This is an optimization exercise on Yosys and OpenROAD, whose aim is small area, not a production implementation. RTL that was checked went through simulation tests only; none was proved equivalent to the original. Only the layout flow was run in run 5; the RTL was not checked for function there. No driver is modelled on the clock port, so clocking that relies on it looks cheaper here than on a real chip. No activity file was given, so power comes from the tool's default toggle rates.

==> flow/design.v <==
module project(clk, reset, button1, button0, led5, led4, led3, led2, led1, led0, alarmon, what);
	input clk, reset, button1, button0;
	output [6:0] led5, led4, led3, led2, led1, led0, alarmon, what;
	function [6:0] seg10;
		input [3:0] d;
		begin
			seg10[0] = (~d[3] & ~d[2] & ~d[1] & d[0]) | (~d[3] & d[2] & ~d[0]);
			seg10[1] = ~((~d[2]) | (~d[3] & ~d[0]));
			seg10[2] = (~d[3] & d[1] & ~d[0]);
			seg10[3] = (~d[2] & ~d[1] & d[0]) | (~d[3] & d[2] & ~d[0]);
			seg10[4] = (d[0]) | (~d[3] & d[2]);
			seg10[5] = (~d[3] & d[1]) | (~d[2] & ~d[1] & d[0]);
			seg10[6] = (~d[2] & ~d[1]);
		end
	endfunction
	function [6:0] seg6;
		input [2:0] d;
		begin
			seg6[0] = (~d[2] & ~d[1] & d[0]) | (d[2] & ~d[0]);
			seg6[1] = (d[2] & d[0]);
			seg6[2] = (d[1] & ~d[0]);
			seg6[3] = (~d[2] & ~d[1] & d[0]) | (d[2] & ~d[0]);
			seg6[4] = ~((~d[2] & ~d[0]));
			seg6[5] = (~d[2] & d[0]) | (d[1]);
			seg6[6] = (~d[2] & ~d[1]);
		end
	endfunction
	function [6:0] seg6b;
		input [2:0] d;
		begin
			seg6b[0] = (~d[2] & ~d[1] & d[0]) | (d[2] & ~d[0]);
			seg6b[1] = ~((~d[2]) | (~d[1] & ~d[0]));
			seg6b[2] = (d[1] & ~d[0]);
			seg6b[3] = (~d[2] & ~d[1] & d[0]) | (d[2] & ~d[0]);
			seg6b[4] = ~((~d[2] & ~d[0]));
			seg6b[5] = (~d[2] & d[0]) | (d[1]);
			seg6b[6] = (~d[2] & ~d[1]) | (d[2] & d[1]);
		end
	endfunction
	function [3:0] n10;
		input [3:0] q;
		input en;
		begin
			n10[0] = (~q[0] & en) | (q[0] & ~en);
			n10[1] = (~q[2] & ~q[1] & q[0] & en) | (q[1] & ~q[0]) | (q[1] & ~en);
			n10[2] = (~q[3] & q[1] & q[0] & en) | (~q[3] & q[2]) | (q[2] & ~en);
			n10[3] = (q[2] & q[0] & en) | (q[3] & ~q[1]) | (q[3] & ~q[0]) | (q[3] & ~en);
		end
	endfunction
	function last10;
		input [3:0] q;
		last10 = (q[3] & q[1] & q[0]);
	endfunction
	function [2:0] n6;
		input [2:0] q;
		input en;
		begin
			n6[0] = (~q[0] & en) | (q[0] & ~en);
			n6[1] = (~q[2] & ~q[1] & q[0] & en) | (q[1] & ~q[0]) | (q[1] & ~en);
			n6[2] = (q[2] & ~q[0]) | (q[2] & ~en) | (q[1] & q[0] & en);
		end
	endfunction
	function last6;
		input [2:0] q;
		last6 = (q[2] & q[0]);
	endfunction
	function [4:0] n24;
		input [4:0] q;
		input en;
		reg c3;
		begin
			c3 = en & q[0] & q[1] & q[2];
			n24 = q ^ {c3 & (q[3] | q[4]), c3 & ~q[4], en & q[0] & q[1], en & q[0], en};
		end
	endfunction
	function [3:0] nsd;
		input [3:0] q;
		nsd = q ^ {q[0] & (q[3] | q[1] & q[2]), q[0] & q[1], q[0] & ~q[3], 1'b1};
	endfunction
	function [9:0] n1000;
		input [9:0] q;
		input en;
		reg [9:0] c;
		reg e;
		integer i;
		begin
			c[0] = en;
			for (i = 1; i < 10; i = i + 1) c[i] = c[i-1] & q[i-1];
			e = c[3] & q[9] & q[8] & q[7] & q[6] & q[5];
			n1000 = q ^ {c[9:5] | {5{e}}, c[4], c[3] & ~e, c[2:0]};
		end
	endfunction
	reg b0d0, b0d1, b1d0, b1d1;
	always @(posedge clk or negedge reset)
		if (!reset) begin b0d0 <= 0; b0d1 <= 0; b1d0 <= 0; b1d1 <= 0; end
		else begin b0d0 <= button0; b0d1 <= b0d0; b1d0 <= button1; b1d1 <= b1d0; end
	wire B0 = b0d1 & ~b0d0;
	wire B1 = b1d1 & ~b1d0;
	reg [3:0] state;
	wire ns0 = (~state[1] & ~state[0] & B0) | (state[1] & state[0] & B0) | (state[2] & state[0]) | (~state[1] & ~B0 & B1) | (state[0] & ~B0 & ~B1) | (state[3] & ~state[1]);
	wire ns1 = (~state[0] & ~B0 & B1) | (~state[3] & ~state[2] & state[0] & B0) | (state[2] & state[1]) | (state[1] & ~B0 & ~B1) | (state[3] & state[1] & B0);
	wire ns2 = (~state[3] & ~state[2] & ~state[1] & state[0] & ~B0 & B1) | (~state[3] & ~state[2] & state[1] & ~state[0] & ~B0 & B1) | (~state[3] & ~state[2] & state[1] & state[0] & B0) | (state[2] & ~state[1] & ~B1) | (state[2] & ~state[0] & ~B1) | (state[2] & state[1] & state[0] & ~B0);
	wire ns3 = (state[3] & ~state[1] & ~B1) | (state[3] & ~state[0] & ~B1) | (state[3] & ~B0 & ~B1) | (state[2] & ~state[1] & B1) | (state[2] & ~state[0] & B1) | (state[2] & state[1] & state[0] & B0);
	always @(posedge clk or negedge reset)
		if (!reset) state <= 4'd0;
		else state <= {ns3, ns2, ns1, ns0};
	wire set_clock = (~state[1] & state[0]);
	wire alarm_set = (state[1] & ~state[0]);
	wire stop = (state[1] & state[0]);
	wire hsub = (state[2] & ~state[1]) | (state[2] & ~state[0]);
	wire msub = (state[3] & ~state[1]) | (state[3] & ~state[0]);
	wire hc = (state[2] & ~state[1]);
	wire mc = (state[3] & ~state[1]);
	wire ha = (state[2] & ~state[0]);
	wire ma = (state[3] & ~state[0]);
	wire srun = (state[2] & state[1] & state[0]);
	wire spause = (state[3] & state[1] & state[0]);
	reg [9:0] div;
	reg [3:0] sec, min;
	reg [2:0] sec10, min10;
	reg [4:0] hour;
	wire run = ~set_clock;
	wire div_end = &{div[9:5], div[2:0]};
	wire tick = run & div_end;
	wire en_min = set_clock ? (B0 & mc) : (tick & last10(sec) & last6(sec10));
	wire en_hour = set_clock ? (B0 & hc) : (en_min & last10(min) & last6(min10));
	always @(posedge clk or negedge reset)
		if (!reset) begin div <= 0; sec <= 0; sec10 <= 0; min <= 0; min10 <= 0; hour <= 0; end
		else begin
			div <= n1000(div, run);
			sec <= n10(sec, tick);
			sec10 <= n6(sec10, tick & last10(sec));
			min <= n10(min, en_min);
			min10 <= n6(min10, en_min & last10(min));
			hour <= n24(hour, en_hour);
		end
	reg [3:0] amin;
	reg [2:0] amin10;
	reg [4:0] ahour;
	always @(posedge clk or negedge reset)
		if (!reset) begin amin <= 0; amin10 <= 0; ahour <= 0; end
		else begin
			amin <= n10(amin, B0 & ma);
			amin10 <= n6(amin10, B0 & ma & last10(amin));
			ahour <= n24(ahour, B0 & ha);
		end
	reg [3:0] sdiv, sms, sms10, ssec, smin;
	reg [2:0] ssec10, smin10;
	wire sclr = ~(srun | (spause & ~B0));
	wire e0 = srun & sdiv[3] & sdiv[0];
	wire e1 = e0 & last10(sms);
	wire e2 = e1 & last10(sms10);
	wire e3 = e2 & last10(ssec);
	wire e4 = e3 & last6(ssec10);
	wire e5 = e4 & last10(smin);
	always @(posedge clk)
		if (sclr) begin sdiv <= 0; sms <= 0; sms10 <= 0; ssec <= 0; ssec10 <= 0; smin <= 0; smin10 <= 0; end
		else begin
			sdiv <= nsd(sdiv);
			sms <= n10(sms, e0);
			sms10 <= n10(sms10, e1);
			ssec <= n10(ssec, e2);
			ssec10 <= n6(ssec10, e3);
			smin <= n10(smin, e4);
			smin10 <= n6(smin10, e5);
		end
	wire [4:0] h = alarm_set ? ahour : hour;
	wire [3:0] h1;
	wire [2:0] h10;	 
	assign h1[0] = (h[0]);
	assign h1[1] = (~h[3] & ~h[2] & h[1]) | (h[3] & ~h[1]) | (h[4] & h[1]);
	assign h1[2] = (h[4] & ~h[2] & ~h[1] & ~h[0]) | (~h[4] & ~h[3] & h[2] & ~h[1]) | (h[3] & h[2] & h[1]) | (~h[4] & ~h[3] & h[2] & ~h[0]);
	assign h1[3] = (~h[4] & ~h[3] & h[2] & h[1]) | (h[3] & ~h[2] & ~h[1]) | (h[4] & ~h[2]);
	assign h10[0] = (h[3] & h[1]) | (h[3] & h[2]) | (h[4] & ~h[2]);
	assign h10[1] = (~h[4] & ~h[3]) | (~h[4] & ~h[2] & ~h[1]) | (~h[3] & h[2]);
	assign h10[2] = (~h[4] & ~h[3]) | (~h[4] & ~h[2] & ~h[1]);
	wire [3:0] n0 = alarm_set ? 4'd0 : stop ? sms : sec;
	wire [3:0] n1 = alarm_set ? 4'd0 : stop ? sms10 : {1'b0, sec10};
	wire [3:0] n2 = alarm_set ? amin : stop ? ssec : min;
	wire [2:0] n3 = alarm_set ? amin10 : stop ? ssec10 : min10;
	wire [3:0] n4 = stop ? smin : h1;
	wire [2:0] n5 = stop ? smin10 : h10;
	assign led0 = seg10(n0);
	assign led1 = seg10(n1);
	assign led2 = seg10(n2);
	assign led3 = seg6(n3);
	assign led4 = seg10(n4);
	assign led5 = seg6b(n5);
	assign what = alarm_set ? 7'b000_1000 : 7'b111_1111;
	wire match = (ahour == hour) & (amin10 == min10) & (amin == min);
	assign alarmon = match ? 7'b000_1000 : 7'b111_1111;
endmodule
==> flow/flow/run.sh <==
#!/bin/bash
# Standard layout with three changes: synthesis skips half/full-adder extraction and maps
# with each ABC script in flow/abc, keeping the smallest; the ports get single-drive
# buffers; the clock tree uses small buffers, larger only where a clock edge is slow, and no
# dummy loads.
set -euo pipefail
{ cat flow/overrides.tcl; cat synth_recipe.tcl; } > own_synth.tcl
export OWN_ABC_SCRIPTS="$(ls $PWD/flow/abc/*.abc | tr '\n' ' ')"
export BUFFER_PORTS_ARGS="-buffer_cell sky130_fd_sc_hd__buf_1"
export POST_CTS_TCL=$PWD/flow/clock_upsize.tcl
export OWN_CLOCK_SLEW_NS=0.11
export CTS_ARGS="-sink_clustering_enable -repair_clock_nets -root_buf sky130_fd_sc_hd__clkbuf_4 -buf_list sky130_fd_sc_hd__clkbuf_4 -sink_clustering_size 40 -sink_clustering_max_diameter 300 -dont_use_dummy_load"
bash standard.sh SYNTH_SCRIPT=$PWD/own_synth.tcl > standard_flow.log 2>&1
==> flow/flow/abc/a2.abc <==
strash
&get -n
&fraig -x
&put
scorr
dc2
strash
&get -n
&dch -f
&nf -R 1000
&put
topo
==> flow/flow/abc/a5.abc <==
strash
&get -n
&fraig -x
&put
scorr
dc2
strash
&get -n
&dch -f
&nf -R 1000 -p -a -F 10 -A 10
&put
topo
==> flow/flow/abc/a8.abc <==
strash
&get -n
&deepsyn -T 30
&put
&get -n
&dch -f
&nf -R 1000 -p
&put
topo
==> flow/flow/abc/b1.abc <==
strash
&get -n
&fraig -x
&put
scorr
dc2
strash
&get -n
&dch -f
&nf -R 1000
&put
strash
&get -n
&dch -f
&nf -R 1000
&put
topo
==> flow/flow/abc/b2.abc <==
strash
dc2
dc2
&get -n
&dch -f
&nf -R 1000 -F 8 -A 8 -a
&put
topo
==> flow/flow/clock_upsize.tcl <==
# POST_CTS hook: the clock tree is built from small buffers; give a larger buffer to each
# one whose loads see a slow clock edge, until every clock pin's estimated slew is below
# OWN_CLOCK_SLEW_NS.
set own_limit $::env(OWN_CLOCK_SLEW_NS)
for {set own_it 0} {$own_it < 20} {incr own_it} {
  estimate_parasitics -placement
  set own_worst 0
  set own_buf ""
  foreach own_b [get_cells clkbuf_*] {
    if {[get_property $own_b ref_name] != "sky130_fd_sc_hd__clkbuf_4"} { continue }
    set own_net [get_nets -of_objects [get_pins [get_full_name $own_b]/X]]
    foreach own_p [get_pins -of_objects $own_net -filter "direction==input"] {
      if {![string match "*__df*" [get_property [get_cells -of_objects $own_p] ref_name]]} { continue }
      set own_s [get_property $own_p slew_max]
      if {$own_s > $own_worst} { set own_worst $own_s; set own_buf $own_b }
    }
  }
  puts "own flow: worst clock slew [format %.4f $own_worst] ns after [get_full_name $own_buf]"
  if {$own_worst < $own_limit || $own_buf == ""} { break }
  puts "own flow: upsizing [get_full_name $own_buf] to sky130_fd_sc_hd__clkbuf_8"
  replace_cell $own_buf sky130_fd_sc_hd__clkbuf_8
}
detailed_placement
check_placement -verbose
estimate_parasitics -placement
==> flow/flow/overrides.tcl <==
# Own flow: no half/full-adder extraction, and ABC mapping tried with each script in
# OWN_ABC_SCRIPTS, keeping the smallest result.
proc extract_fa {args} { puts "own flow: no adder extraction" }
proc abc {args} {
  set i [lsearch -exact $args -script]
  if {$i >= 0} { set args [lreplace $args $i [expr {$i + 1}]] }
  set lib [lindex $args [expr {[lsearch -exact $args -liberty] + 1}]]
  set stat $::env(OBJECTS_DIR)/own_abc_stat.txt
  yosys design -save own_pre_abc
  set best -1
  set best_area 1e18
  set k 0
  foreach s $::env(OWN_ABC_SCRIPTS) {
    yosys design -load own_pre_abc
    yosys abc {*}$args -script $s
    yosys tee -q -o $stat stat -liberty $lib
    set f [open $stat r]
    set txt [read $f]
    close $f
    if {[regexp {Chip area for module[^:]*:\s*([0-9.]+)} $txt -> area]} {
      puts "own flow: ABC script $s gives area $area"
      if {$area < $best_area} {
        set best_area $area
        set best $k
        yosys design -save own_best_abc
      }
    }
    incr k
  }
  puts "own flow: keeping the result of ABC script [lindex $::env(OWN_ABC_SCRIPTS) $best]"
  yosys design -load own_best_abc
}
==> flow/standard.sh <==
#!/bin/bash
# synth_recipe.tcl (not shown) runs the flow's synth.tcl, then flattens the netlist and writes it again
# the make line also repeats each setting of config.mk as NAME=value (left out here)
make -C /OpenROAD-flow-scripts/flow DESIGN_CONFIG=/design/flow/config.mk WORK_HOME=/design/flow/orfs CLKGATE_MAP_FILE= SYNTH_SCRIPT=/design/flow/synth_recipe.tcl "${@:-finish}"
==> flow/config.mk <==
export PLATFORM = sky130hd
export DESIGN_NAME = project
export DESIGN_NICKNAME = project
export VERILOG_FILES = /design/flow/design.v
export SDC_FILE = /design/flow/constraint.sdc
export NUM_CORES = 4
export LEC_CHECK = 0
export CAP_MARGIN = 0
export CORE_MARGIN = 2
export CORE_UTILIZATION = 70
export SLEW_MARGIN = 0
==> flow/constraint.sdc <==
create_clock -name core_clock -period 10.0 [get_ports {clk}]
set_input_delay 2.0000 -clock core_clock [delete_from_list [all_inputs] [get_ports {clk}]]
set_output_delay 2.0000 -clock core_clock [all_outputs]
set_load 0.01 [all_outputs]
==> results of run 1 <==
[worst max-delay path, stage by stage (launching register included)]
cell and delay [ns]:
sky130_fd_sc_hd__dfrtp_1 0.53, sky130_fd_sc_hd__clkinv_1 0.41, sky130_fd_sc_hd__nor2_1 0.61, sky130_fd_sc_hd__clkinv_1 0.52
sky130_fd_sc_hd__mux2i_1 0.50, sky130_fd_sc_hd__nand2_1 0.09, sky130_fd_sc_hd__a211oi_1 0.30, sky130_fd_sc_hd__a211oi_1 0.12
sky130_fd_sc_hd__or3_1 0.46, sky130_fd_sc_hd__a21oi_1 0.16, sky130_fd_sc_hd__buf_1 0.16
[layer usage]
| metal | track usage (%) | part of all wire [%] |
|---|---|---|
| met1 | 39.5 | 46 |
| met2 | 42.4 | 45 |
| met3 | 4.71 | 7.9 |
| met4 | 11.6 | 1.6 |
| met5 | 0 | 0 |
[sequential cells by signal, summed over array words and instances, names as in the netlist]
register,count
sms,4
ssec,4
min,4
sec10,3
smin,4
amin10,3
amin,4
b1d0,1
b0d0,1
ahour,5
div,10
state,4
smin10,3
sms10,4
sdiv,4
min10,3
b0d1,1
b1d1,1
ssec10,3
sec,4
hour,5
[area by class of cell]
cell class	instances	share of cell area, %
repair buffers	59	5.74
multi-input cells	319	45.1
flip-flops and latches	75	43.5
inverters	17	1.59
clock buffers	9	1.84
well taps	70	2.18
[worst paths after layout]
| path | startpoint | to | slack (ns) | cells past startpoint |
|---|---|---|---|---|
| setup / recovery | state[1] | led4[0] | 3.74 | 10 |
| hold / removal | b0d0 | b0d1 | 0.38 | 0 |
| setup reg to reg | state[1] | hour[3] | 5.39 | 15 |
| hold reg to reg | b0d0 | b0d1 | 0.38 | 0 |
| max in group asynchronous | reset | sec10[1] | 7.93 | 2 |
| min in group asynchronous | reset | div[4] | 1.67 | 2 |
[power groups by stage]
| stage | logic, mW | registers (mW) | clock network [mW] |
|---|---|---|---|
| 3_5_place_dp | 0.398 | 0.417 | 0 |
| 6_report | 0.401 | 0.412 | 0.135 |
| 3_3_place_gp | 0.385 | 0.414 | 0 |
| 5_1_grt | 0.449 | 0.420 | 0.147 |
| 2_1_floorplan | 0.319 | 0.397 | 0 |
[logic make-up after synthesis]
kind of cell,synth area share (%)
buf+inv,4.54
simple gates,22.1
xor+xnor,5.18
other cells,0.101
flops,46.9
compound gates,19.7
mux,1.41
[Yosys cell counts, drive strengths merged, types with 4 or more instances]
cell type | n | share of area [%]
o21a | 5 | 1.0
a22oi | 9 | 1.8
xnor2 | 13 | 3.1
clkinv | 17 | 1.7
a21oi | 37 | 5.0
dfrtp | 49 | 33
nand4 | 5 | 0.84
and3 | 12 | 2.0
buf | 14 | 2.8
nor2b | 13 | 2.2
nand2b | 7 | 1.2
and2 | 8 | 1.3
xor2 | 9 | 2.1
nor2 | 43 | 4.3
nor3 | 7 | 0.94
a211oi | 4 | 0.81
nand2 | 56 | 5.6
dfxtp | 26 | 14
a222oi | 5 | 1.3
nand3 | 13 | 1.7
o21ai | 30 | 4.0
[layout by cell type, fill, tap and decap left out, types with 2 or more instances in the layout]
| cell | n |
|---|---|
| sky130_fd_sc_hd__a31oi_1 | 3 |
| sky130_fd_sc_hd__o21a_1 | 5 |
| sky130_fd_sc_hd__o21ai_0 | 30 |
| sky130_fd_sc_hd__a21boi_0 | 3 |
| sky130_fd_sc_hd__nand4_1 | 5 |
| sky130_fd_sc_hd__xnor2_1 | 13 |
| sky130_fd_sc_hd__nand2_1 | 56 |
| sky130_fd_sc_hd__clkinv_1 | 17 |
| sky130_fd_sc_hd__buf_4 | 2 |
| sky130_fd_sc_hd__nor3_1 | 7 |
| sky130_fd_sc_hd__dfxtp_1 | 26 |
| sky130_fd_sc_hd__mux2_1 | 2 |
| sky130_fd_sc_hd__and2_0 | 8 |
| sky130_fd_sc_hd__mux2i_1 | 3 |
| sky130_fd_sc_hd__nor3b_1 | 2 |
| sky130_fd_sc_hd__buf_1 | 56 |
| sky130_fd_sc_hd__a211oi_1 | 4 |
| sky130_fd_sc_hd__a2111oi_0 | 2 |
| sky130_fd_sc_hd__o211a_1 | 2 |
| sky130_fd_sc_hd__conb_1 | 2 |
| sky130_fd_sc_hd__a222oi_1 | 5 |
| sky130_fd_sc_hd__o22ai_1 | 2 |
| sky130_fd_sc_hd__a21o_1 | 2 |
| sky130_fd_sc_hd__nor4_1 | 3 |
| sky130_fd_sc_hd__and3_1 | 12 |
| sky130_fd_sc_hd__and4_1 | 2 |
| sky130_fd_sc_hd__nand2b_1 | 7 |
| sky130_fd_sc_hd__or2_0 | 2 |
| sky130_fd_sc_hd__nor2_1 | 43 |
| sky130_fd_sc_hd__a22oi_1 | 9 |
| sky130_fd_sc_hd__xor2_1 | 9 |
| sky130_fd_sc_hd__clkbuf_4 | 8 |
| sky130_fd_sc_hd__a32o_1 | 2 |
| sky130_fd_sc_hd__a21oi_1 | 37 |
| sky130_fd_sc_hd__dfrtp_1 | 49 |
| sky130_fd_sc_hd__nand3_1 | 13 |
| sky130_fd_sc_hd__nor2b_1 | 13 |
[per-stage QoR]
stage	instance area [um2]	util [%]	setup slack [ns]	hold WS, ns	total power, mW
final	4010	78.6	3.74	0.382	0.948
after global routing	4010	78.6	3.34	0.398	1.02
after detailed placement	3940	77.1	4.21	0.366	0.815
after global placement	3940	77.1	4.48	0.353	0.799
after floorplan	3730	-	4.70	0.346	0.716
==> out/summary.log, run 1 <==
[clock_tree] clk sinks 75
[finish] area added between synthesis and finish 7.80%
[place] detailed placer's ending HPWL 5.83 mm
[logic_synthesis] portion of the post-synthesis area used by sequential elements 46.9%
[critical_path] Critical Path Source Type flip-flop
[job] maximum capacitance violations 0
[finish] antenna diode count 0
[global_routing] largest net degree at the start of global routing 50
[finish] Storage cell area 0.00175 mm2
[route] iteration count of the initial detailed-routing pass 6
[die] Die Outline Area 0.00592 mm2
[timing] setup_tns 0 ns
[status] status no timing/DRC/antenna violations
[power] portion of total power attributed to the clock network 14.2%
[timing] Slew Viols, Final 0
[logic_synthesis] count of flip-flops with a built-in enable after synthesis 0
[power] power density normalized to cell area 236 mW/mm2
[place] count of buffers inserted at the top-level ports 57
[die] I/O pins 60
[power] Peak supply drop 0.174 mV
[finish] Final Instance Count excl. Fillers 549
[timing] Final Critical Period 6.26 ns
[route] via total after detailed routing 3325
[clock_tree] clock latency reported for the late side of the worst-skew pair 0.41 ns
[hold_path] worst hold path class flip-flop to flip-flop
[clock_tree] clock transition at the registers of the reported paths 0.10 ns
[finish] fill count 368
[timing] Max-slew headroom 23.1%
[power] share of power burned in combinational logic 42.3%
[timing] Setup violations, final 0
[route] Total Wirelength 7.87 mm
[timing] Max Freq 160 MHz
[die] Die Height 76.9 um
[logic_synthesis] number of instances in the synthesized netlist 424
[logic_synthesis] count of distinct cell types in the synthesized netlist 46
[die] row count 26
[logic_synthesis] async set-reset flop share out of synthesis 65.3%
[logic_synthesis] Post-synth top flop sky130_fd_sc_hd__dfrtp_1
[logic_synthesis] area of the mapped netlist 0.00372 mm2
[route] post-detailed-route count of antenna-violating nets 0
[logic_synthesis] synthesis warning total 1
[critical_path] CP endpoint kind primary output
[critical_path] arrival time at the worst endpoint 4.26 ns
[finish] layout cell share with drive strength beyond 1 2.51%
[power] Power Internal 0.534 mW
[logic_synthesis] post-synthesis register bit count 75
[die] Floorplan Core Area 0.00511 mm2
[route] initial detailed-routing violation count 390
[critical_path] required time at the endpoint of the critical path 8.00 ns
[timing] share of the clock period used by the worst path 62.6%
[global_routing] initial antenna violation count 0
[timing] pin slew with the least headroom to its limit 1.15 ns
[timing] Final Skew 0.0172 ns
[timing] final hold violation count 0
[power] reported net switching power 0.414 mW
[logic_synthesis] syn avg cell area 8.78 um2
[critical_path] critical path fanouts, max 15
[route] via-per-instance ratio 6.06
[timing] RSZ-0062 raised after global routing false
[route] residual DRC count 0
[global_routing] first-pass GRT wire length 13.2 mm
[finish] number of nets in the final layout 485
[power] leakage power of the design 1.76 nW
[place] GPL Wtd Cong 0.881
[critical_path] Crit Path Category flip-flop to primary output
[die] starting density of the core 72.9%
[finish] area occupied by multi-input gates 0.00181 mm2
[die] horizontal die dimension 76.9 um
[place] # placed instances 540
[global_routing] vias in the first global route 2964
[global_routing] leftover overflow at the end of global routing 0
[power] net switching share of the total power 43.7%
[power] Sequential Power Share 43.5%
[route] routed length per instance 14.3 um
[global_routing] GRT Util Overall 27.8%
[clock_tree] CTS tree built
==> inputs of run 2 (changes only) <==
==> flow/config.mk (replaced) <==
export PLATFORM = sky130hd
export DESIGN_NAME = project
export DESIGN_NICKNAME = project
export VERILOG_FILES = /design/flow/design.v
export SDC_FILE = /design/flow/constraint.sdc
export NUM_CORES = 4
export LEC_CHECK = 0
export CAP_MARGIN = 20
export CORE_MARGIN = 2
export CORE_UTILIZATION = 80
export SLEW_MARGIN = 20
==> run 2 against run 1 <==
Register-to-register slack got worse by 0.34 ns. Clock power barely moved. Clock-buffer cell count did not move. Largest cell class unchanged. Global-route usage rose by 10 points. Utilization rose by 12 points. Routed wire length rose by 20%. Via count rose by 8.3%. Clock skew rose by 0.0091 ns.
==> out/summary.log, run 2 <==
[power] share of power burned in combinational logic 43.6%
[logic_synthesis] portion of the post-synthesis area used by sequential elements 46.9%
[timing] Slew Viols, Final 0
[critical_path] CP endpoint kind primary output
[logic_synthesis] number of instances in the synthesized netlist 424
[clock_tree] clk sinks 75
[timing] Setup violations, final 0
[finish] area added between synthesis and finish 7.39%
[timing] Final Critical Period 6.47 ns
[critical_path] Critical Path Source Type flip-flop
[route] routed length per instance 17.7 um
[power] leakage power of the design 1.76 nW
[finish] number of nets in the final layout 486
[finish] fill count 208
[route] Total Wirelength 9.42 mm
[status] status no timing/DRC/antenna violations
[finish] max FFs per register 10
[timing] pin slew with the least headroom to its limit 0.748 ns
[finish] leading cell types in the layout, fill and taps excluded sky130_fd_sc_hd__nand2_1, sky130_fd_sc_hd__buf_1, sky130_fd_sc_hd__dfrtp_1
[logic_synthesis] top cell type by total area after synthesis sky130_fd_sc_hd__dfrtp_1
[route] top routing layer used met4
[global_routing] GRT Util Overall 38.0%
[clock_tree] CTS tree built
[timing] Max-slew headroom 50.0%
[power] Sequential Power Share 42.3%
[logic_synthesis] synthesis warning total 1
[global_routing] vias in the first global route 3171
[critical_path] CP max-delay cell sky130_fd_sc_hd__nor2_1
[finish] Post-Layout Inst Area 0.00400 mm2
[clock_tree] clock transition at the registers of the reported paths 0.11 ns
[power] portion of total power attributed to the clock network 14.1%
[power] final total power 0.983 mW
[die] horizontal die dimension 72.2 um
[place] detailed placer's ending HPWL 6.80 mm
[finish] register ranked first by flip-flop count div
[timing] Max Freq 155 MHz
[global_routing] leftover overflow at the end of global routing 0
[power] reported net switching power 0.446 mW
[logic_synthesis] count of distinct cell types in the synthesized netlist 46
[critical_path] CP cell instances clkinv_1 -> nor2_1 -> clkinv_1 -> mux2i_1 -> nand2_1 -> a211oi_1 -> a211oi_1 -> or3_1 -> a21oi_1 -> buf_1
[route] residual DRC count 0
[route] initial detailed-routing violation count 732
[route] post-detailed-route count of antenna-violating nets 0
[die] starting density of the core 84.3%
[critical_path] critical path fanouts, max 15
[global_routing] initial antenna violation count 0
[logic_synthesis] post-synthesis register bit count 75
[hold_path] worst hold path class flip-flop to flip-flop
[logic_synthesis] most frequent cells after synthesis sky130_fd_sc_hd__nand2_1, sky130_fd_sc_hd__dfrtp_1, sky130_fd_sc_hd__nor2_1
[critical_path] required time at the endpoint of the critical path 8.00 ns
[logic_synthesis] Post-synth top flop sky130_fd_sc_hd__dfrtp_1
[global_routing] first-pass GRT wire length 15.2 mm
[route] iteration count of the initial detailed-routing pass 6
[job] maximum capacitance violations 0
[global_routing] largest net degree at the start of global routing 50
[route] total met3 wirelength after detailed routing 932 um
[clock_tree] clock latency reported for the late side of the worst-skew pair 0.42 ns
[timing] final hold violation count 0
[route] total met2 wirelength after detailed routing 4.61 mm
[logic_synthesis] area of the mapped netlist 0.00372 mm2
[power] Power Internal 0.537 mW
[power] Peak supply drop 0.157 mV
[place] GPL Wtd Cong 0.888
[timing] Final Skew 0.0263 ns
[route] via-per-instance ratio 6.77
[finish] antenna diode count 0
[logic_synthesis] async set-reset flop share out of synthesis 65.3%
[critical_path] arrival time at the worst endpoint 4.47 ns
[route] routed length on met1 3.69 mm
[logic_synthesis] count of flip-flops with a built-in enable after synthesis 0
[timing] share of the clock period used by the worst path 64.7%
[die] row count 24
[power] power density normalized to cell area 246 mW/mm2
[timing] setup_tns 0 ns
[finish] layout cell share with drive strength beyond 1 2.71%
[critical_path] largest stage delay on the critical path 0.73 ns
[place] cell area after placement 0.00392 mm2
[place] count of buffers inserted at the top-level ports 57
[die] Die Height 72.2 um
[finish] biggest registers after layout div: 10 flops, ahour: 5 flops, hour: 5 flops
[route] via total after detailed routing 3601
[power] net switching share of the total power 45.4%
[finish] share of the core filled with cells 90.6%
[die] Floorplan Core Area 0.00441 mm2
[timing] RSZ-0062 raised after global routing false
[logic_synthesis] cells taking the most area after synthesis sky130_fd_sc_hd__dfrtp_1, sky130_fd_sc_hd__dfxtp_1, sky130_fd_sc_hd__nand2_1, sky130_fd_sc_hd__a21oi_1, sky130_fd_sc_hd__nor2_1
[logic_synthesis] most frequent cell after synthesis sky130_fd_sc_hd__nand2_1
[die] I/O pins 60
[die] Die Outline Area 0.00521 mm2
[logic_synthesis] syn avg cell area 8.78 um2
[critical_path] Crit Path Category flip-flop to primary output
[logic_synthesis] area share of the leading cell type in the synthesized netlist 32.9%
-- run 2: changes by cell type in the layout (fill, tap and decap cells not counted) --
| cell | before | now |
|---|---|---|
| sky130_fd_sc_hd__buf_4 | 2 | 3 |
-- run 2: kinds of logic (layout without fill, tap and decap cells) --
logic type,after synthesis,in the layout,share of synthesized area [%]
muxes,5,5,1.41
other,1,2,0.101
AOI/OAI and AO/OA,116,116,19.7
buffers and inverters,31,86,4.54
DFF,75,75,46.9
xor gates and xnor gates,22,22,5.18
and+or+nand+nor,174,174,22.1
-- run 2: area by class of cell --
class / count / area, um2 / share of cell area, %
clock buffer: 9 / 73.8 / 1.85
inverter: 17 / 63.8 / 1.60
multi-input combinational: 319 / 1810 / 45.3
sequential: 75 / 1750 / 43.7
tap: 52 / 65.1 / 1.63
timing repair buffer: 60 / 238 / 5.95
-- run 2: through the flow --
stage                     setup WS, ns  hold WS, ns  std cells
after global placement            4.52        0.352        523
after floorplan                   4.70        0.346        425
after global routing              3.18        0.409        532
after detailed placement          4.16        0.358        523
final                             3.53        0.396        532
-- run 2: per-layer routing --
metal	up-vias	track usage [%]
li1	1612	-
met1	1683	50.7
met2	271	62.5
met3	35	6.94
met4	0	14.0
met5	-	0
-- run 2: worst paths after layout --
kind / start / end / slack (ns) / depth (start not counted)
worst max-delay path: state[1] / led4[0] / 3.53 / 10
worst min-delay path: b0d0 / b0d1 / 0.40 / 0
worst max register to register: state[1] / hour[3] / 5.05 / 15
worst min register to register: b0d0 / b0d1 / 0.40 / 0
max in group asynchronous: reset / state[2] / 7.91 / 2
min in group asynchronous: reset / div[4] / 1.66 / 2
-- run 2: power groups by stage --
stage / registers [mW] / clock network (mW) / logic, mW
floorplan: 0.397 / 0 / 0.319
global placement: 0.414 / 0 / 0.386
detailed placement: 0.418 / 0 / 0.420
global route: 0.420 / 0.149 / 0.471
finish: 0.416 / 0.138 / 0.429
-- run 2: critical path, delay by kind of cell, from the launching register on --
kind                   cells  cell delay (ns)
DFF                        1             0.56
buffers and inverters      3             1.18
and+or+nand+nor            3             1.26
AOI/OAI and AO/OA          3             0.54
muxes                      1             0.51
==> inputs of run 3 (changes only) <==
--- a/flow/config.mk
+++ b/flow/config.mk
@@ -7,5 +7,5 @@
 export LEC_CHECK = 0
 export CAP_MARGIN = 20
 export CORE_MARGIN = 2
-export CORE_UTILIZATION = 80
+export CORE_UTILIZATION = 55
 export SLEW_MARGIN = 20
==> run 3 against run 2 <==
Non-clock buffer count is 1 lower. Synthesized area stayed put. Sequential power is 1% lower. Largest power group is now sequential cells.
==> out/summary.log, run 3 <==
[die] Die Outline Area 0.00744 mm2
[clock_tree] clk sinks 75
[finish] leading cell types in the layout, fill and taps excluded sky130_fd_sc_hd__nand2_1, sky130_fd_sc_hd__buf_1, sky130_fd_sc_hd__dfrtp_1
[critical_path] Critical Path Source Type flip-flop
[critical_path] Crit Reg-Reg Startpoint state[1]
[logic_synthesis] count of distinct cell types in the synthesized netlist 46
[global_routing] leftover overflow at the end of global routing 0
[power] leakage power of the design 1.76 nW
[logic_synthesis] top cell type by total area after synthesis sky130_fd_sc_hd__dfrtp_1
[logic_synthesis] Post-synth top flop sky130_fd_sc_hd__dfrtp_1
[finish] max FFs per register 10
[timing] worst-case hold slack 0.391 ns
[logic_synthesis] cells taking the most area after synthesis sky130_fd_sc_hd__dfrtp_1, sky130_fd_sc_hd__dfxtp_1, sky130_fd_sc_hd__nand2_1, sky130_fd_sc_hd__a21oi_1, sky130_fd_sc_hd__nor2_1
[global_routing] initial antenna violation count 0
[place] detailed placer's ending HPWL 5.87 mm
[critical_path] arrival time at the worst endpoint 4.37 ns
[finish] biggest registers after layout div: 10 flops, ahour: 5 flops, hour: 5 flops
[global_routing] largest net degree at the start of global routing 50
[job] maximum capacitance violations 0
[die] Die Height 86.3 um
[finish] layout cell share with drive strength beyond 1 2.51%
[finish] area added between synthesis and finish 8.37%
[die] starting density of the core 57.6%
[route] via-per-instance ratio 5.79
[clock_tree] clock transition at the registers of the reported paths 0.07 ns
[power] final total power 0.956 mW
[timing] Max-slew headroom 44.8%
[critical_path] required time at the endpoint of the critical path 8.00 ns
[logic_synthesis] most frequent cells after synthesis sky130_fd_sc_hd__nand2_1, sky130_fd_sc_hd__dfrtp_1, sky130_fd_sc_hd__nor2_1
[place] count of buffers inserted at the top-level ports 57
[timing] setup_tns 0 ns
[route] iteration count of the initial detailed-routing pass 4
[timing] final hold violation count 0
[die] row count 29
[critical_path] Crit Path Category flip-flop to primary output
[hold_path] endpoint of the worst hold path b0d1
[route] Total Wirelength 7.96 mm
[critical_path] CP endpoint kind primary output
[finish] number of nets in the final layout 485
[die] horizontal die dimension 86.3 um
[die] I/O pins 60
[logic_synthesis] area of the mapped netlist 0.00372 mm2
[logic_synthesis] number of instances in the synthesized netlist 424
[logic_synthesis] async set-reset flop share out of synthesis 65.3%
[timing] Max Freq 157 MHz
[global_routing] first-pass GRT wire length 13.3 mm
[logic_synthesis] count of flip-flops with a built-in enable after synthesis 0
[route] post-detailed-route count of antenna-violating nets 0
[logic_synthesis] synthesis warning total 1
[timing] Slew Viols, Final 0
[hold_path] worst hold path class flip-flop to flip-flop
[logic_synthesis] post-synthesis register bit count 75
[logic_synthesis] area share of the leading cell type in the synthesized netlist 32.9%
[global_routing] vias in the first global route 2775
[route] routed length per instance 14.3 um
[route] via total after detailed routing 3220
[status] status no timing/DRC/antenna violations
[power] Peak supply drop 0.105 mV
[critical_path] R2R setup slack 5.44 ns
[critical_path] number of cells on the worst reg-to-reg path 15
[finish] antenna diode count 0
[timing] pin slew with the least headroom to its limit 0.828 ns
[clock_tree] clock latency reported for the late side of the worst-skew pair 0.42 ns
[hold_path] startpoint of the most critical hold path b0d0
[route] initial detailed-routing violation count 246
[route] residual DRC count 0
[timing] share of the clock period used by the worst path 63.7%
[global_routing] GRT Util Overall 22.8%
[logic_synthesis] portion of the post-synthesis area used by sequential elements 46.9%
[timing] Final Skew 0.0276 ns
[die] Floorplan Core Area 0.00646 mm2
[hold_path] hold path depth 0
[timing] Setup violations, final 0
[place] GPL Wtd Cong 0.890
[timing] RSZ-0062 raised after global routing false
[clock_tree] CTS tree built
[critical_path] critical path fanouts, max 15
[power] power density normalized to cell area 237 mW/mm2
[finish] share of the core filled with cells 62.5%
[finish] register ranked first by flip-flop count div
[logic_synthesis] most frequent cell after synthesis sky130_fd_sc_hd__nand2_1
[timing] Final Critical Period 6.37 ns
[critical_path] endpoint of the worst register-to-register path hour[3]
[logic_synthesis] syn avg cell area 8.78 um2
[run 3: cell counts after synthesis]
No cell type changed its count.
[run 3: per-stage QoR]
| stage | instance area (um2) | instances | worst slack [ns] |
|---|---|---|---|
| 2_1_floorplan | 3730 | 425 | 4.70 |
| 3_3_place_gp | 3950 | 547 | 4.43 |
| 3_5_place_dp | 3950 | 547 | 4.09 |
| 5_1_grt | 4030 | 556 | 3.09 |
| 6_report | 4030 | 556 | 3.63 |
[run 3: power by group]
part	switching, mW	internal (mW)	leakage [nW]	total [mW]
Combinational	0.260	0.141	0.868	0.401
Clock	0.0893	0.0544	0.0492	0.144
Sequential	0.0641	0.347	0.846	0.411
[run 3: logic make-up (layout without fill, tap and decap cells)]
| group | count (synthesis) | count (layout) | share of synthesized area [%] |
|---|---|---|---|
| xor gates and xnor gates | 22 | 22 | 5.18 |
| and+or+nand+nor | 174 | 174 | 22.1 |
| buffers and inverters | 31 | 85 | 4.54 |
| AOI/OAI and AO/OA | 116 | 116 | 19.7 |
| other | 1 | 2 | 0.101 |
| DFF | 75 | 75 | 46.9 |
| muxes | 5 | 5 | 1.41 |
[run 3: how the worst max path moves through the flow]
stage / to / cells after the start / start
after floorplan: led5[3] / 11 / state[1]
after global placement: led4[0] / 10 / state[1]
after detailed placement: led4[0] / 10 / state[1]
after global routing: led5[3] / 11 / state[1]
final: led4[0] / 10 / state[1]
[run 3: metal layers]
metal  share of wire, %  vias to the layer above  routed length (um)  track usage, %
li1                   -                     1614                   -               -
met1                 51                     1497                4030            33.6
met2                 43                      101                3450            32.3
met3                5.1                        8                 408            5.71
met4               0.90                        0                  72            8.52
met5                  0                        -                   0               0
[run 3: critical path, cell delays in order (launching register included)]
cell	delay, ns
sky130_fd_sc_hd__dfrtp_1	0.54
sky130_fd_sc_hd__clkinv_1	0.45
sky130_fd_sc_hd__nor2_1	0.66
sky130_fd_sc_hd__clkinv_1	0.54
sky130_fd_sc_hd__mux2i_1	0.54
sky130_fd_sc_hd__nand3_1	0.19
sky130_fd_sc_hd__a21oi_1	0.19
sky130_fd_sc_hd__a211oi_1	0.09
sky130_fd_sc_hd__or3_1	0.45
sky130_fd_sc_hd__a21oi_1	0.16
sky130_fd_sc_hd__buf_1	0.16
[run 3: final cells by class]
type,count,area (um2)
tap,77,96.3
clock buffer,9,86.3
fill,579,2420
timing repair buffer,59,230
inverter,17,63.8
multi-input combinational,319,1810
sequential,75,1750
==> inputs of run 4 (changes only) <==
--- a/flow/config.mk
+++ b/flow/config.mk
@@ -7,5 +7,5 @@
 export LEC_CHECK = 0
 export CAP_MARGIN = 20
 export CORE_MARGIN = 2
-export CORE_UTILIZATION = 55
+export CORE_UTILIZATION = 70
 export SLEW_MARGIN = 20
==> run 4 against run 3 <==
Critical endpoint unchanged. Clock skew shrank 0.010 ns. Largest power group unchanged. Critical path depth is the same. Maximum frequency grew 1.7%. Utilization grew 16 points. Sequential cell count is the same. Sequential share of layout area grew 0.23 points. Synthesized area is the same.
==> out/summary.log, run 4 <==
[status] status no timing/DRC/antenna violations
[die] row count 26
[critical_path] CP cell instances clkinv_1 -> nor2_1 -> clkinv_1 -> mux2i_1 -> nand2_1 -> a211oi_1 -> a211oi_1 -> or3_1 -> a21oi_1 -> buf_1
[power] Peak supply drop 0.174 mV
[logic_synthesis] synthesis warning total 1
[clock_tree] clock transition at the registers of the reported paths 0.10 ns
[critical_path] Critical Path Source Type flip-flop
[clock_tree] clock latency reported for the late side of the worst-skew pair 0.41 ns
[route] residual DRC count 0
[route] iteration count of the initial detailed-routing pass 8
[timing] Max-slew headroom 47.1%
[logic_synthesis] portion of the post-synthesis area used by sequential elements 46.9%
[logic_synthesis] syn avg cell area 8.78 um2
[logic_synthesis] count of distinct cell types in the synthesized netlist 46
[job] maximum capacitance violations 0
[hold_path] worst hold path class flip-flop to flip-flop
[logic_synthesis] cells taking the most area after synthesis sky130_fd_sc_hd__dfrtp_1, sky130_fd_sc_hd__dfxtp_1, sky130_fd_sc_hd__nand2_1, sky130_fd_sc_hd__a21oi_1, sky130_fd_sc_hd__nor2_1
[power] share of power burned in combinational logic 42.3%
[power] reported net switching power 0.414 mW
[place] count of buffers inserted at the top-level ports 57
[power] Sequential Power Share 43.5%
[timing] RSZ-0062 raised after global routing false
[critical_path] critical path fanouts, max 15
[global_routing] initial antenna violation count 0
[timing] Setup violations, final 0
[timing] Final Critical Period 6.26 ns
[clock_tree] CTS tree built
[power] final total power 0.948 mW
[global_routing] leftover overflow at the end of global routing 0
[timing] final hold violation count 0
[finish] leading cell types in the layout, fill and taps excluded sky130_fd_sc_hd__nand2_1, sky130_fd_sc_hd__buf_1, sky130_fd_sc_hd__dfrtp_1
[power] portion of total power attributed to the clock network 14.2%
[die] starting density of the core 72.9%
[logic_synthesis] count of flip-flops with a built-in enable after synthesis 0
[power] power density normalized to cell area 236 mW/mm2
[die] I/O pins 60
[logic_synthesis] async set-reset flop share out of synthesis 65.3%
[place] GPL Wtd Cong 0.881
[timing] share of the clock period used by the worst path 62.6%
[route] via-per-instance ratio 6.04
[route] Total Wirelength 7.85 mm
[logic_synthesis] most frequent cells after synthesis sky130_fd_sc_hd__nand2_1, sky130_fd_sc_hd__dfrtp_1, sky130_fd_sc_hd__nor2_1
[die] horizontal die dimension 76.9 um
[die] Floorplan Core Area 0.00511 mm2
[logic_synthesis] top cell type by total area after synthesis sky130_fd_sc_hd__dfrtp_1
[route] initial detailed-routing violation count 387
[finish] layout cell share with drive strength beyond 1 2.51%
[critical_path] CP max-delay cell sky130_fd_sc_hd__nor2_1
[critical_path] R2R setup slack 5.38 ns
[finish] register ranked first by flip-flop count div
[logic_synthesis] number of instances in the synthesized netlist 424
[die] Die Outline Area 0.00592 mm2
[power] Power Internal 0.534 mW
[global_routing] first-pass GRT wire length 13.2 mm
[critical_path] CP endpoint kind primary output
[timing] Max Freq 160 MHz
[route] routed length per instance 14.3 um
[route] via total after detailed routing 3314
[timing] pin slew with the least headroom to its limit 0.793 ns
[logic_synthesis] post-synthesis register bit count 75
[logic_synthesis] area of the mapped netlist 0.00372 mm2
[logic_synthesis] area share of the leading cell type in the synthesized netlist 32.9%
[logic_synthesis] most frequent cell after synthesis sky130_fd_sc_hd__nand2_1
[clock_tree] clk sinks 75
[power] leakage power of the design 1.76 nW
[finish] antenna diode count 0
[timing] Slew Viols, Final 0
[timing] Final Skew 0.0172 ns
[place] detailed placer's ending HPWL 5.83 mm
[route] post-detailed-route count of antenna-violating nets 0
[critical_path] largest stage delay on the critical path 0.61 ns
[finish] fill count 368
[critical_path] Crit Path Category flip-flop to primary output
[critical_path] required time at the endpoint of the critical path 8.00 ns
[die] Die Height 76.9 um
[logic_synthesis] Post-synth top flop sky130_fd_sc_hd__dfrtp_1
[finish] biggest registers after layout div: 10 flops, ahour: 5 flops, hour: 5 flops
[power] net switching share of the total power 43.7%
[global_routing] largest net degree at the start of global routing 50
[critical_path] arrival time at the worst endpoint 4.26 ns
[timing] setup_tns 0 ns
[global_routing] GRT Util Overall 27.8%
[finish] number of nets in the final layout 485
[global_routing] vias in the first global route 2964
[finish] max FFs per register 10
[finish] area added between synthesis and finish 7.80%
-- run 4: through the flow --
step / utilization [%] / std cells / worst slack [ns] / cell area [um2] / hold WS, ns
final: 78.6 / 549 / 3.74 / 4010 / 0.382
after global routing: 78.6 / 549 / 3.35 / 4010 / 0.398
after detailed placement: 77.1 / 540 / 4.21 / 3940 / 0.366
after global placement: 77.1 / 540 / 4.48 / 3940 / 0.353
after floorplan: - / 425 / 4.70 / 3730 / 0.346
-- run 4: path summary, 6_finish.rpt --
path,startpoint,end,cells after the start
worst min-delay path,b0d0,b0d1,0
worst max register to register,state[1],hour[3],15
min in group asynchronous,reset,b1d0,2
worst min register to register,b0d0,b0d1,0
max in group asynchronous,reset,min10[1],2
worst max-delay path,state[1],led4[0],10
-- run 4: kinds of logic after synthesis --
logic type / share of synthesized area (%)
buf+inv: 4.54
other cells: 0.101
simple gates: 22.1
compound gates: 19.7
xor+xnor: 5.18
mux: 1.41
flops: 46.9
-- run 4: routing by layer --
metal	track usage, %	share of wire, %	up-vias
li1	-	-	1606
met1	39.5	46	1549
met2	42.4	45	146
met3	4.71	7.8	13
met4	11.6	1.6	0
met5	0	0	-
-- run 4: critical path, delay by kind of cell (launching register included) --
family / cells / cell delay (ns)
AOI/OAI and AO/OA: 3 / 0.57
buffers and inverters: 3 / 1.10
and+or+nand+nor: 3 / 1.15
muxes: 1 / 0.50
DFF: 1 / 0.54
-- run 4: area by class of cell --
| class | instances | area [um2] | share of cell area [%] |
|---|---|---|---|
| multi-input combinational | 319 | 1810 | 45.1 |
| timing repair buffer | 59 | 230 | 5.74 |
| sequential | 75 | 1750 | 43.5 |
| clock buffer | 9 | 73.8 | 1.84 |
| tap | 70 | 87.6 | 2.18 |
| inverter | 17 | 63.8 | 1.59 |
-- run 4: power by group through the flow --
stage | clock (mW) | combinational (mW) | sequential [mW]
after floorplan | 0 | 0.319 | 0.397
after global placement | 0 | 0.385 | 0.414
after detailed placement | 0 | 0.398 | 0.417
after global routing | 0.147 | 0.449 | 0.420
final | 0.135 | 0.401 | 0.412
==> inputs of run 5 (changes only) <==
==> flow/design.v (replaced) <==
module project(clk, reset, button1, button0, led5, led4, led3, led2, led1, led0, alarmon, what);
	input clk, reset, button1, button0;
	output [6:0] led5, led4, led3, led2, led1, led0, alarmon, what;
	function [6:0] segA;
		input [3:0] d;
		begin
			segA[0] = (~d[3] & ~d[2] & ~d[1] & d[0]) | (~d[3] & d[2] & ~d[0]);
			segA[1] = ~((~d[2]) | (~d[3] & ~d[0]));
			segA[2] = (~d[3] & d[1] & ~d[0]);
			segA[3] = (~d[2] & ~d[1] & d[0]) | (~d[3] & d[2] & ~d[0]);
			segA[4] = (d[0]) | (~d[3] & d[2]);
			segA[5] = (~d[3] & d[1]) | (~d[2] & ~d[1] & d[0]);
			segA[6] = (~d[2] & ~d[1]);
		end
	endfunction
	function [6:0] segB;
		input [3:0] d;
		begin
			segB[0] = (~d[3] & ~d[2] & ~d[1] & d[0]) | (~d[3] & d[2] & ~d[0]);
			segB[1] = (~d[3] & d[2] & d[0]) | (d[3] & ~d[1] & ~d[0]);
			segB[2] = (~d[3] & d[1] & ~d[0]);
			segB[3] = (~d[2] & ~d[1] & d[0]) | (~d[3] & d[2] & ~d[0]);
			segB[4] = (d[0]) | (~d[3] & d[2]);
			segB[5] = (~d[2] & d[0]) | (~d[3] & d[1]);
			segB[6] = (~d[2] & ~d[1]);
		end
	endfunction
	function [6:0] segC;
		input [3:0] d;
		begin
			segC[0] = (~d[3] & ~d[2] & ~d[1] & d[0]) | (~d[3] & d[2] & ~d[0]);
			segC[1] = ~((~d[2]) | (~d[3] & ~d[0]));
			segC[2] = (~d[3] & d[1] & ~d[0]);
			segC[3] = (~d[2] & ~d[1] & d[0]) | (~d[3] & d[2] & ~d[0]);
			segC[4] = (d[0]) | (~d[3] & d[2]);
			segC[5] = (~d[3] & d[1]) | (~d[2] & ~d[1] & d[0]);
			segC[6] = (~d[2] & ~d[1]);
		end
	endfunction
	function [6:0] segD;
		input [2:0] d;
		begin
			segD[0] = (~d[2] & ~d[1] & d[0]) | (d[2] & ~d[0]);
			segD[1] = (d[2] & d[0]);
			segD[2] = (d[1] & ~d[0]);
			segD[3] = (~d[2] & ~d[1] & d[0]) | (d[2] & ~d[0]);
			segD[4] = ~((~d[2] & ~d[0]));
			segD[5] = (~d[2] & d[0]) | (d[1]);
			segD[6] = (~d[2] & ~d[1]);
		end
	endfunction
	function [6:0] segE;
		input [3:0] d;
		begin
			segE[0] = (~d[2] & ~d[1] & d[0]) | (~d[3] & d[2] & ~d[0]);
			segE[1] = (~d[3] & d[2] & d[0]) | (d[3] & ~d[1] & ~d[0]);
			segE[2] = (~d[3] & d[1] & ~d[0]);
			segE[3] = (~d[2] & ~d[1] & d[0]) | (~d[3] & d[2] & ~d[0]) | (d[3] & ~d[1] & d[0]);
			segE[4] = (d[0]) | (~d[3] & d[2]);
			segE[5] = ~((~d[1] & ~d[0]) | (~d[3] & d[2]) | (d[3] & ~d[2]));
			segE[6] = (~d[2] & ~d[1]) | (d[3] & ~d[1] & d[0]);
		end
	endfunction
	function [6:0] segF;
		input [2:0] d;
		begin
			segF[0] = (d[1] & d[0]) | (d[2] & ~d[0]);
			segF[1] = ~((~d[2]) | (~d[1] & ~d[0]));
			segF[2] = (d[1] & ~d[0]);
			segF[3] = (d[1] & d[0]) | (d[2] & ~d[0]);
			segF[4] = ~((~d[2] & ~d[0]));
			segF[5] = (~d[2] & d[0]) | (d[1]);
			segF[6] = (~d[2] & ~d[1] & ~d[0]) | (d[1] & d[0]) | (d[2] & d[1]);
		end
	endfunction
	function [3:0] nA;
		input [3:0] q;
		input en;
		begin
			nA[0] = (~q[0] & en) | (q[0] & ~en);
			nA[1] = (~q[2] & ~q[1] & q[0] & en) | (q[1] & ~q[0]) | (q[1] & ~en);
			nA[2] = (~q[3] & q[1] & q[0] & en) | (~q[3] & q[2]) | (q[2] & ~en);
			nA[3] = (q[2] & q[0] & en) | (q[3] & ~q[1]) | (q[3] & ~q[0]) | (q[3] & ~en);
		end
	endfunction
	function lastA;
		input [3:0] q;
		lastA = (q[3] & q[1] & q[0]);
	endfunction
	function [3:0] nB;
		input [3:0] q;
		input en;
		begin
			nB[0] = (~q[0] & en) | (q[0] & ~en);
			nB[1] = (~q[2] & ~q[1] & q[0] & en) | (~q[3] & q[1] & ~q[0]) | (q[1] & ~en);
			nB[2] = (q[1] & q[0] & en) | (~q[3] & q[2]) | (q[2] & ~en) | (q[3] & q[1] & en);
			nB[3] = (~q[3] & q[2] & q[0] & en) | (q[3] & ~q[2]) | (q[3] & ~q[0]) | (q[3] & ~en);
		end
	endfunction
	function lastB;
		input [3:0] q;
		lastB = (q[3] & q[2] & q[0]);
	endfunction
	function [2:0] nB6;
		input [2:0] q;
		input en;
		begin
			nB6[0] = (~q[0] & en) | (q[0] & ~en);
			nB6[1] = (~q[2] & ~q[1] & q[0] & en) | (q[1] & ~q[0]) | (q[1] & ~en);
			nB6[2] = (q[2] & ~q[0]) | (q[2] & ~en) | (q[1] & q[0] & en);
		end
	endfunction
	function lastB6;
		input [2:0] q;
		lastB6 = (q[2] & q[0]);
	endfunction
	function [3:0] nC;
		input [3:0] q;
		input en;
		begin
			nC[0] = (~q[0] & en) | (q[0] & ~en);
			nC[1] = (~q[2] & ~q[1] & q[0] & en) | (q[1] & ~q[0]) | (q[1] & ~en);
			nC[2] = (~q[3] & q[1] & q[0] & en) | (~q[3] & q[2]) | (q[2] & ~en);
			nC[3] = (q[2] & q[0] & en) | (q[3] & ~q[1]) | (q[3] & ~q[0]) | (q[3] & ~en);
		end
	endfunction
	function lastC;
		input [3:0] q;
		lastC = (q[3] & q[1] & q[0]);
	endfunction
	function [2:0] nD;
		input [2:0] q;
		input en;
		begin
			nD[0] = (~q[0] & en) | (q[0] & ~en);
			nD[1] = (~q[2] & ~q[1] & q[0] & en) | (q[1] & ~q[0]) | (q[1] & ~en);
			nD[2] = (q[2] & ~q[0]) | (q[2] & ~en) | (q[1] & q[0] & en);
		end
	endfunction
	function lastD;
		input [2:0] q;
		lastD = (q[2] & q[0]);
	endfunction
	function [3:0] nE;
		input [3:0] q;
		input en;
		begin
			nE[0] = (~q[0] & en) | (q[0] & ~en);
			nE[1] = (~q[2] & ~q[1] & q[0] & en) | (q[1] & ~q[0]) | (q[1] & ~en) | (q[3] & ~q[1] & q[0] & en);
			nE[2] = (~q[3] & q[1] & q[0] & en) | (~q[3] & q[2]) | (q[2] & ~q[0]) | (q[2] & ~en);
			nE[3] = (q[2] & q[0] & en) | (q[3] & ~q[0]) | (q[3] & ~en);
		end
	endfunction
	function lastE;
		input [3:0] q;
		lastE = (q[3] & ~q[2] & q[0]);
	endfunction
	function [2:0] nF;
		input [2:0] q;
		input en;
		begin
			nF[0] = (~q[0] & en) | (q[0] & ~en);
			nF[1] = (~q[2] & ~q[1] & ~q[0] & en) | (q[1] & ~en) | (q[1] & q[0]);
			nF[2] = (q[2] & ~q[0]) | (q[2] & ~en) | (~q[2] & ~q[1] & q[0] & en);
		end
	endfunction
	function lastF;
		input [2:0] q;
		lastF = (q[2] & q[0]);
	endfunction
	function [4:0] n24;
		input [4:0] q;
		input en;
		reg c3;
		begin
			c3 = en & q[0] & q[1] & q[2];
			n24 = q ^ {c3 & (q[3] | q[4]), c3 & ~q[4], en & q[0] & q[1], en & q[0], en};
		end
	endfunction
	function [3:0] nsd;
		input [3:0] q;
		nsd = q ^ {q[0] & (q[3] | q[1] & q[2]), q[0] & q[1], q[0] & ~q[3], 1'b1};
	endfunction
	function [9:0] n1000;
		input [9:0] q;
		input en;
		reg [9:0] c;
		reg e;
		integer i;
		begin
			c[0] = en;
			for (i = 1; i < 10; i = i + 1) c[i] = c[i-1] & q[i-1];
			e = c[3] & q[9] & q[8] & q[7] & q[6] & q[5];
			n1000 = q ^ {c[9:5] | {5{e}}, c[4], c[3] & ~e, c[2:0]};
		end
	endfunction
	reg b0d0, b0d1, b1d0, b1d1;
	always @(posedge clk or negedge reset)
		if (!reset) begin b0d0 <= 0; b0d1 <= 0; b1d0 <= 0; b1d1 <= 0; end
		else begin b0d0 <= button0; b0d1 <= b0d0; b1d0 <= button1; b1d1 <= b1d0; end
	wire B0 = b0d1 & ~b0d0;
	wire B1 = b1d1 & ~b1d0;
	reg [3:0] state;
	wire ns0 = (~state[1] & ~state[0] & B0) | (state[1] & state[0] & B0) | (state[2] & state[0]) | (~state[1] & ~B0 & B1) | (state[0] & ~B0 & ~B1) | (state[3] & ~state[1]);
	wire ns1 = (~state[0] & ~B0 & B1) | (~state[3] & ~state[2] & state[0] & B0) | (state[2] & state[1]) | (state[1] & ~B0 & ~B1) | (state[3] & state[1] & B0);
	wire ns2 = (~state[3] & ~state[2] & ~state[1] & state[0] & ~B0 & B1) | (~state[3] & ~state[2] & state[1] & ~state[0] & ~B0 & B1) | (~state[3] & ~state[2] & state[1] & state[0] & B0) | (state[2] & ~state[1] & ~B1) | (state[2] & ~state[0] & ~B1) | (state[2] & state[1] & state[0] & ~B0);
	wire ns3 = (state[3] & ~state[1] & ~B1) | (state[3] & ~state[0] & ~B1) | (state[3] & ~B0 & ~B1) | (state[2] & ~state[1] & B1) | (state[2] & ~state[0] & B1) | (state[2] & state[1] & state[0] & B0);
	always @(posedge clk or negedge reset)
		if (!reset) state <= 4'd0;
		else state <= {ns3, ns2, ns1, ns0};
	wire set_clock = (~state[1] & state[0]);
	wire alarm_set = (state[1] & ~state[0]);
	wire stop = (state[1] & state[0]);
	wire alm_or_stop = (state[1]);
	wire hsub = (state[2] & ~state[1]) | (state[2] & ~state[0]);
	wire msub = (state[3] & ~state[1]) | (state[3] & ~state[0]);
	wire hc = (state[2] & ~state[1]);
	wire mc = (state[3] & ~state[1]);
	wire ha = (state[2] & ~state[0]);
	wire ma = (state[3] & ~state[0]);
	wire srun = (state[2] & state[1] & state[0]);
	wire spause = (state[3] & state[1] & state[0]);
	reg [9:0] div;
	reg [3:0] sec, min;
	reg [2:0] sec10, min10;
	reg [4:0] hour;
	wire run = ~set_clock;
	wire div_end = &{div[9:5], div[2:0]};
	wire tick = run & div_end;
	wire en_min = set_clock ? (B0 & mc) : (tick & lastA(sec) & lastB6(sec10));
	wire en_hour = set_clock ? (B0 & hc) : (en_min & lastC(min) & lastD(min10));
	always @(posedge clk or negedge reset)
		if (!reset) begin div <= 0; sec <= 0; sec10 <= 0; min <= 0; min10 <= 0; hour <= 0; end
		else begin
			div <= n1000(div, run);
			sec <= nA(sec, tick);
			sec10 <= nB6(sec10, tick & lastA(sec));
			min <= nC(min, en_min);
			min10 <= nD(min10, en_min & lastC(min));
			hour <= n24(hour, en_hour);
		end
	reg [3:0] amin;
	reg [2:0] amin10;
	reg [4:0] ahour;
	always @(posedge clk or negedge reset)
		if (!reset) begin amin <= 0; amin10 <= 0; ahour <= 0; end
		else begin
			amin <= nC(amin, B0 & ma);
			amin10 <= nD(amin10, B0 & ma & lastC(amin));
			ahour <= n24(ahour, B0 & ha);
		end
	reg [3:0] sdiv, sms, sms10, ssec, smin;
	reg [2:0] ssec10, smin10;
	wire sclr = ~(srun | (spause & ~B0));
	wire e0 = srun & sdiv[3] & sdiv[0];
	wire e1 = e0 & lastA(sms);
	wire e2 = e1 & lastB(sms10);
	wire e3 = e2 & lastC(ssec);
	wire e4 = e3 & lastD(ssec10);
	wire e5 = e4 & lastE(smin);
	always @(posedge clk)
		if (sclr) begin sdiv <= 0; sms <= 0; sms10 <= 0; ssec <= 0; ssec10 <= 0; smin <= 0; smin10 <= 0; end
		else begin
			sdiv <= nsd(sdiv);
			sms <= nA(sms, e0);
			sms10 <= nB(sms10, e1);
			ssec <= nC(ssec, e2);
			ssec10 <= nD(ssec10, e3);
			smin <= nE(smin, e4);
			smin10 <= nF(smin10, e5);
		end
	wire [4:0] h = alarm_set ? ahour : hour;
	wire [3:0] h1;
	wire [2:0] h10;	 
	assign h1[0] = (h[0]);
	assign h1[1] = (~h[3] & ~h[2] & h[1]) | (h[3] & ~h[1]) | (h[4] & h[1]);
	assign h1[2] = (~h[4] & ~h[3] & h[2]) | (h[4] & ~h[2] & ~h[1]) | (~h[4] & h[2] & h[1]);
	assign h1[3] = (~h[4] & ~h[3] & h[2] & h[1]) | (h[3] & ~h[2] & ~h[1]) | (h[4] & ~h[2]);
	assign h10[0] = (h[3] & h[1]) | (h[3] & h[2]) | (h[4] & ~h[2]);
	assign h10[1] = 1'b1;
	assign h10[2] = (~h[4] & ~h[3]) | (~h[4] & ~h[2] & ~h[1]);
	wire [3:0] n0 = alarm_set ? 4'd0 : stop ? sms : sec;
	wire [3:0] n1 = alarm_set ? 4'd0 : stop ? sms10 : {1'b0, sec10};
	wire [3:0] n2 = alarm_set ? amin : stop ? ssec : min;
	wire [2:0] n3 = alarm_set ? amin10 : stop ? ssec10 : min10;
	wire [3:0] n4 = stop ? smin : h1;
	wire [2:0] n5 = stop ? smin10 : h10;
	assign led0 = segA(n0);
	assign led1 = segB(n1);
	assign led2 = segC(n2);
	assign led3 = segD(n3);
	assign led4 = segE(n4);
	assign led5 = segF(n5);
	assign what = alarm_set ? 7'b000_1000 : 7'b111_1111;
	wire match = (ahour == hour) & (amin10 == min10) & (amin == min);
	assign alarmon = match ? 7'b000_1000 : 7'b111_1111;
endmodule
==> run 5 against run 4 <==
Maximum frequency up 5.9%. Synthesized area up 1.4%. Total power up 15%. First-iteration DRC count down 46%. Routed wire length up 1.5%. Combinational power up about 30%. Final area up 1.5%. Critical path type unchanged. Largest cell class unchanged.
==> out/summary.log, run 5 <==
[status] status no timing/DRC/antenna violations
[logic_synthesis] count of flip-flops with a built-in enable after synthesis 0
[power] net switching share of the total power 45.7%
[timing] Slew Viols, Final 0
[job] maximum capacitance violations 0
[die] Floorplan Core Area 0.00514 mm2
[critical_path] R2R setup slack 5.53 ns
[critical_path] required time at the endpoint of the critical path 8.00 ns
[place] cell area after placement 0.00399 mm2
[timing] slack of the critical path 4.08 ns
[finish] Post-Layout Inst Area 0.00407 mm2
[critical_path] endpoint of the worst register-to-register path hour[3]
[finish] biggest registers after layout div: 10 flops, ahour: 5 flops, hour: 5 flops
[clock_tree] CTS tree built
[logic_synthesis] largest family of logic cells by synthesized area simple AND/OR/NAND/NOR gates
[power] Power Internal 0.592 mW
[critical_path] buffers plus inverters on the worst setup path 2
[power] Peak supply drop 0.202 mV
[power] reported net switching power 0.498 mW
[timing] pin slew with the least headroom to its limit 0.774 ns
[logic_synthesis] number of instances in the synthesized netlist 440
[timing] setup_tns 0 ns
[timing] Max-slew headroom 48.4%
[logic_synthesis] Post-synth top flop sky130_fd_sc_hd__dfrtp_1
[timing] final hold violation count 0
[critical_path] critical path fanouts, max 28
[logic_synthesis] compound-gate portion of the synthesized area 17.7%
[logic_synthesis] async set-reset flop share out of synthesis 65.3%
[finish] register ranked first by flip-flop count div
[logic_synthesis] count of distinct cell types in the synthesized netlist 44
[finish] max FFs per register 10
[clock_tree] clk sinks 75
[finish] leading cell types in the layout, fill and taps excluded sky130_fd_sc_hd__nor2_1, sky130_fd_sc_hd__buf_1, sky130_fd_sc_hd__nand2_1, sky130_fd_sc_hd__dfrtp_1, sky130_fd_sc_hd__a21oi_1
[global_routing] initial antenna violation count 0
[hold_path] endpoint of the worst hold path b1d1
[critical_path] Crit Reg-Reg Startpoint state[1]
[logic_synthesis] synthesis warning total 1
[die] Die Outline Area 0.00599 mm2
[logic_synthesis] share of cell area taken by muxes after synthesis 0.829%
[die] Die Height 77.4 um
[logic_synthesis] most frequent cells after synthesis sky130_fd_sc_hd__nor2_1, sky130_fd_sc_hd__dfrtp_1, sky130_fd_sc_hd__nand2_1
[hold_path] hold path depth 0
[place] Post-Place Setup Slack 4.40 ns
[power] leakage power of the design 1.76 nW
[place] count of buffers inserted at the top-level ports 57
[die] starting density of the core 73.4%
[global_routing] first-pass GRT wire length 13.8 mm
[critical_path] cell type group with the largest total delay on the critical path simple AND/OR/NAND/NOR gates
[route] Total Wirelength 7.97 mm
[place] GPL Wtd Cong 0.936
[critical_path] largest stage delay on the critical path 0.85 ns
[finish] share of the core filled with cells 79.2%
[logic_synthesis] share of the synthesized netlist area taken by xor and xnor gates 5.57%
[global_routing] GRT Util Overall 28.7%
[timing] Final Critical Period 5.92 ns
[finish] number of nets in the final layout 501
[logic_synthesis] area of the mapped netlist 0.00377 mm2
[logic_synthesis] simple-gate area share of the yosys netlist 25.3%
[critical_path] CP endpoint kind primary output
[global_routing] vias in the first global route 3121
[finish] layout cell share with drive strength beyond 1 2.42%
[critical_path] number of cells on the worst reg-to-reg path 14
[clock_tree] clock transition at the registers of the reported paths 0.09 ns
[route] via-per-instance ratio 5.90
[critical_path] number of cells on the critical path 11
[power] power density normalized to cell area 268 mW/mm2
[critical_path] Crit Path Category flip-flop to primary output
[timing] Setup violations, final 0
[critical_path] arrival time at the worst endpoint 3.92 ns
[route] via total after detailed routing 3335
[finish] area added between synthesis and finish 7.89%
==> run 5: changes by cell type in the layout (fill, tap and decap cells not counted), sizes merged, moves of 5 or more <==
cell	delta
a21oi	+8
a222oi	-5
a22oi	-8
nand2	-7
nor2	+13
nor2b	+6
nor3	+5
o21ai	-8
o22ai	+7
xnor2	-5
xor2	+7
==> run 5: power by group through the flow <==
stage | Clock (mW) | Sequential (mW) | Combinational (mW)
2_1_floorplan | 0 | 0.412 | 0.397
3_3_place_gp | 0 | 0.431 | 0.496
3_5_place_dp | 0 | 0.434 | 0.517
5_1_grt | 0.156 | 0.439 | 0.577
6_report | 0.141 | 0.429 | 0.520
==> run 5: cell type report <==
type                            instances  area, um2
Clock buffer                            9       80.1
Fill cell                             382       1070
Inverter                               14       52.6
Multi-Input combinational cell        338       1870
Sequential cell                        75       1750
Tap cell                               70       87.6
Timing Repair Buffer                   59        230
==> run 5: kinds of logic after synthesis <==
logic type,count (synthesis)
and+or+nand+nor,199
muxes,3
buffers and inverters,28
xor gates and xnor gates,24
AOI/OAI and AO/OA,110
DFF,75
other,1
==> run 5: metal layers <==
| metal | share of wire (%) | wire (um) | global-route usage (%) |
|---|---|---|---|
| met1 | 42 | 3380 | 36.2 |
| met2 | 50 | 3970 | 49.5 |
| met3 | 6.0 | 480 | 6.74 |
| met4 | 1.8 | 143 | 8.21 |
| met5 | 0 | 0 | 0 |
==> run 5: worst reg2reg max path, cell delays in order (launching register included) <==
cell                       delay, ns
sky130_fd_sc_hd__dfrtp_1        0.85
sky130_fd_sc_hd__nand2b_1       0.37
sky130_fd_sc_hd__nand3_1        0.19
sky130_fd_sc_hd__nor2b_1        0.24
sky130_fd_sc_hd__and2_0         0.39
sky130_fd_sc_hd__and3_1         0.32
sky130_fd_sc_hd__and3_1         0.29
sky130_fd_sc_hd__a21oi_1        0.16
sky130_fd_sc_hd__nor2b_1        0.19
sky130_fd_sc_hd__and2_0         0.27
sky130_fd_sc_hd__nand3_1        0.20
sky130_fd_sc_hd__o22ai_1        0.42
sky130_fd_sc_hd__nand4_1        0.18
sky130_fd_sc_hd__nor2_1         0.18
sky130_fd_sc_hd__xor2_1         0.15
==> run 5: worst max-delay path by stage <==
stage / startpoint / endpoint / slack [ns]
after global placement: state[1] / led4[3] / 4.67
final: state[1] / led4[3] / 4.08
after floorplan: state[1] / led4[3] / 4.88
after global routing: state[1] / led4[3] / 3.60
after detailed placement: state[1] / led4[3] / 4.40

Check on run 5: ideal ports give 4.084 ns setup slack; a clkbuf_16 on the clock port and buf_2 on the inputs give 4.056 ns; moving port delays by the midpoint clock arrival (0.439 ns) as well gives 4.495 ns.
